Context: an optimization exercise on an open-source flow, tuned for small area. The choices shown serve that exercise and are no tape-out recipe.
The RTL was checked by simulation tests, not by an equivalence proof against the original design.
Power and IR drop assume default switching activity.

exp/juniper:
Design clock_project_top, start of the top module:
module clock_project_top (
        input CLK100MHZ,
        input por_n,
        input btn_rst, btn_set, btn_alm, btn_ent, btn_ret, btn_bstep,
        input [5:0] SW,
        input  rx,
        output tx,
        output reg [7:0] a_to_g,
        output reg [7:0] an,
        output reg [5:0] LED,
        output [2:0] I_RGB_LED, II_RGB_LED
    );
clock: 20.0 ns
lec_check: 0
cap_margin: 10
core_margin: 2
core_utilization: 65
place_density: 0.72
slew_margin: 10
standard.sh (not shown) runs the stock make flow with config.mk's settings and CLKGATE_MAP_FILE= SYNTH_SCRIPT=/design/flow/synth_recipe.tcl, a recipe that flattens the netlist after the stock synthesis.
==> flow/flow/run.sh <==
#!/bin/bash
# Own layout flow: the standard flow (standard.sh), except
#  - synthesis maps the logic with an area-oriented ABC script
#    (flow/abc_area.script: deepsyn, two rounds of &dch/&nf area mapping,
#    then don't-care based area recovery with mfs3) and leaves adders to
#    ABC instead of the half/full-adder cell map; registers are made
#    exactly as in the standard synthesis. Should ABC fail on that
#    script, synthesis is rerun with flow/abc_area_safe.script (the same
#    without mfs3);
#  - port buffers use the smallest buffer cell;
#  - clock tree: larger sink clusters, no dummy loads.
# Each step's full output goes to a log file in this folder (and ORFS's
# own per-step logs under orfs/logs/).
set -euo pipefail
W=$(pwd)

# ORFS scripts folder with the ABC script replaced
mkdir -p "$W/scripts_area"
for f in "$FLOW_HOME"/scripts/*; do
    ln -sf "$f" "$W/scripts_area/"
done
use_abc_script() {
    rm -f "$W/scripts_area/abc_area.script" "$W/scripts_area/abc_speed.script"
    cp "$1" "$W/scripts_area/abc_area.script"
    cp "$1" "$W/scripts_area/abc_speed.script"
}

# synthesis
use_abc_script "$W/flow/abc_area.script"
if ! bash standard.sh SCRIPTS_DIR="$W/scripts_area" ADDER_MAP_FILE= synth > "$W/synth.log" 2>&1; then
    use_abc_script "$W/flow/abc_area_safe.script"
    bash standard.sh SCRIPTS_DIR="$W/scripts_area" ADDER_MAP_FILE= synth > "$W/synth_safe.log" 2>&1
fi

# floorplan to final layout, standard scripts
export BUFFER_PORTS_ARGS="-buffer_cell sky130_fd_sc_hd__buf_1"
export CTS_ARGS="-sink_clustering_enable -repair_clock_nets -dont_use_dummy_load -sink_clustering_size 27 -sink_clustering_max_diameter 90"
bash standard.sh finish > "$W/layout.log" 2>&1
==> flow/flow/abc_area.script <==
strash
&get -n
&fraig -x
&put
scorr
dc2
dretime
strash
&get -n
&deepsyn -T 120
&put
&get -n
&dch -f
&nf -R 1000
&put
strash
&get -n
&dch -f
&nf -R 1000
&put
mfs3 -a -H 6 -R 2
==> flow/flow/abc_area_safe.script <==
strash
&get -n
&fraig -x
&put
scorr
dc2
dretime
strash
&get -n
&deepsyn -T 120
&put
&get -n
&dch -f
&nf -R 1000
&put
strash
&get -n
&dch -f
&nf -R 1000
&put
[inputs] exp/lagoon vs exp/juniper
==> flow/flow/run.sh <==
#!/bin/bash
# Own layout flow: the standard flow (standard.sh), except
#  - synthesis maps the logic with an area-oriented ABC script
#    (flow/abc_area.script) and leaves adders to ABC instead of the
#    half/full-adder cell map; registers are made exactly as in the
#    standard synthesis;
#  - port buffers use the smallest buffer cell;
#  - clock tree: larger sink clusters, no dummy loads.
# Each step's full output goes to a log file in this folder (and ORFS's
# own per-step logs under orfs/logs/).
set -euo pipefail
W=$(pwd)

# ORFS scripts folder with the ABC script replaced
mkdir -p "$W/scripts_area"
for f in "$FLOW_HOME"/scripts/*; do
    ln -sf "$f" "$W/scripts_area/"
done
rm -f "$W/scripts_area/abc_area.script" "$W/scripts_area/abc_speed.script"
cp "$W/flow/abc_area.script" "$W/scripts_area/abc_area.script"
cp "$W/flow/abc_area.script" "$W/scripts_area/abc_speed.script"

# synthesis
bash standard.sh SCRIPTS_DIR="$W/scripts_area" ADDER_MAP_FILE= synth > "$W/synth.log" 2>&1

# floorplan to final layout, standard scripts
export BUFFER_PORTS_ARGS="-buffer_cell sky130_fd_sc_hd__buf_1"
export CTS_ARGS="-sink_clustering_enable -repair_clock_nets -dont_use_dummy_load -sink_clustering_size 16 -sink_clustering_max_diameter 70 -buf_list sky130_fd_sc_hd__clkbuf_8"
bash standard.sh finish > "$W/layout.log" 2>&1
-- flow/flow/abc_area.script --
<<< exp/juniper, line 20
&put
mfs3 -a -H 6 -R 2
>>> exp/lagoon, line 20
&put
-- flow/config.mk --
<<< exp/juniper, line 9
export CORE_MARGIN = 2
export CORE_UTILIZATION = 65
export PLACE_DENSITY = 0.72
export SLEW_MARGIN = 10
>>> exp/lagoon, line 9
export CORE_MARGIN = 2
export CORE_UTILIZATION = 40
export SLEW_MARGIN = 10
removed: flow/flow/abc_area_safe.script
==> comparison <==
- Total cell area at the placement stage (lower): exp/juniper
- Relative to exp/juniper, the overall power of exp/lagoon is lower by 0.0077 mW.
- | leakage power | exp/lagoon vs exp/juniper | ≈ equal |
- exp/lagoon: layout overhead on the synthesized area 1.5 points above exp/juniper
- exp/lagoon vs exp/juniper on global-route usage: exp/lagoon is the lower one.
- Looking at final area, exp/lagoon sits 1.4% above exp/juniper.
- exp/lagoon gives less maximum achievable frequency than exp/juniper did.
- exp/lagoon vs. exp/juniper: relative slew slack went up by 5.6 points.
- exp/juniper → exp/lagoon: critical path depth lost 1; setup slack of the most critical reg-to-reg path +0.06 ns; total placed cells including tap cells now sits higher.
The following lists how exp/ember was set up differently from exp/lagoon:
==> flow/flow/run.sh <==
#!/bin/bash
# Own layout flow: the standard flow (standard.sh), except
#  - synthesis maps the logic with an area-oriented ABC script
#    (flow/abc_area.script: deepsyn, two rounds of &dch/&nf area mapping,
#    then don't-care based area recovery with mfs3) and leaves adders to
#    ABC instead of the half/full-adder cell map; registers are made
#    exactly as in the standard synthesis. mfs3 can abort ABC, so should
#    that happen synthesis is rerun with flow/abc_area_mfs.script (plain
#    mfs3 -a) and then with flow/abc_area_safe.script (no mfs3);
#  - port buffers use the smallest buffer cell;
#  - clock tree: larger sink clusters, no dummy loads.
# Each step's full output goes to a log file in this folder (and ORFS's
# own per-step logs under orfs/logs/).
set -euo pipefail
W=$(pwd)

# ORFS scripts folder with the ABC script replaced
mkdir -p "$W/scripts_area"
for f in "$FLOW_HOME"/scripts/*; do
    ln -sf "$f" "$W/scripts_area/"
done
use_abc_script() {
    rm -f "$W/scripts_area/abc_area.script" "$W/scripts_area/abc_speed.script"
    cp "$1" "$W/scripts_area/abc_area.script"
    cp "$1" "$W/scripts_area/abc_speed.script"
}
synth_with() {
    use_abc_script "$W/flow/$1.script"
    bash standard.sh SCRIPTS_DIR="$W/scripts_area" ADDER_MAP_FILE= synth > "$W/synth_$1.log" 2>&1
}

# synthesis
synth_with abc_area || synth_with abc_area_mfs || synth_with abc_area_safe

# floorplan to final layout, standard scripts
export BUFFER_PORTS_ARGS="-buffer_cell sky130_fd_sc_hd__buf_1"
export CTS_ARGS="-sink_clustering_enable -repair_clock_nets -dont_use_dummy_load -sink_clustering_size 27 -sink_clustering_max_diameter 90"
bash standard.sh finish > "$W/layout.log" 2>&1
-- flow/flow/abc_area.script --
<<< exp/lagoon, line 20
&put
>>> exp/ember, line 20
&put
mfs3 -a -H 6 -R 2
==> flow/flow/abc_area_mfs.script (new file) <==
strash
&get -n
&fraig -x
&put
scorr
dc2
dretime
strash
&get -n
&deepsyn -T 120
&put
&get -n
&dch -f
&nf -R 1000
&put
strash
&get -n
&dch -f
&nf -R 1000
&put
mfs3 -a
==> flow/flow/abc_area_safe.script (new file) <==
strash
&get -n
&fraig -x
&put
scorr
dc2
dretime
strash
&get -n
&deepsyn -T 120
&put
&get -n
&dch -f
&nf -R 1000
&put
strash
&get -n
&dch -f
&nf -R 1000
&put
-- flow/config.mk --
<<< exp/lagoon, line 9
export CORE_MARGIN = 2
export CORE_UTILIZATION = 40
export SLEW_MARGIN = 10
>>> exp/ember, line 9
export CORE_MARGIN = 2
export CORE_UTILIZATION = 65
export PLACE_DENSITY = 0.72
export SLEW_MARGIN = 10
Notes after the runs:
- Looking at final worst-path setup slack, exp/ember sits 0.24 ns above exp/lagoon.
- Taking exp/lagoon as the reference, in exp/ember total power consumption of the routed design now sits higher, post-placement worst setup slack now sits higher, number of buffers inserted by hold repair at cts now sits at about the same level.
- When exp/ember is measured against exp/lagoon, its number of standard-cell rows in the floorplan turns out 13 lower.
- Relative to exp/lagoon, the die area measured on exp/ember has decreased by more than a quarter.
- exp/ember: combinational power is about 0.5% lower than what exp/lagoon reported.
- Looking at highest net fanout along the worst path, exp/ember sits 1 higher than exp/lagoon does.
- Cell depth of the worst setup path: exp/ember vs exp/lagoon up 1
- Final cell count, exp/ember and exp/lagoon, lower one = exp/ember.
- Row met2 track demand over resource in global routing: exp/ember higher / exp/lagoon lower

## afterwards: timing with drivers on the ports
How much do the figures lean on ideal ports? The routed layouts below were timed once more, with nothing changed but the port constraints.
Step 1: set_driving_cell puts a clkbuf_16 on CLK100MHZ and a buf_2 on each other input, an assumption about the parent block.
Step 2 moves the port delays by t, midway between the first and last clock arrival at a register: inputs arrive t later, outputs are due t later. That takes back most of the time a late clock gives input paths.
Three values: ideal, step 1, step 2; two values: the first two.
| run | t, ns | setup slack, ns | hold WS [ns] |
|---|---|---|---|
| exp/juniper | 0.524 | 8.292 / 8.246 / 8.246 | 0.411 / 0.411 / 0.411 |
| exp/lagoon | 0.590 | 8.048 / 8.022 / 8.022 | 0.429 / 0.429 / 0.429 |
| exp/ember | 0.524 | 8.292 / 8.246 / 8.246 | 0.411 / 0.411 / 0.411 |
After both steps setup and hold are still met in every run listed.
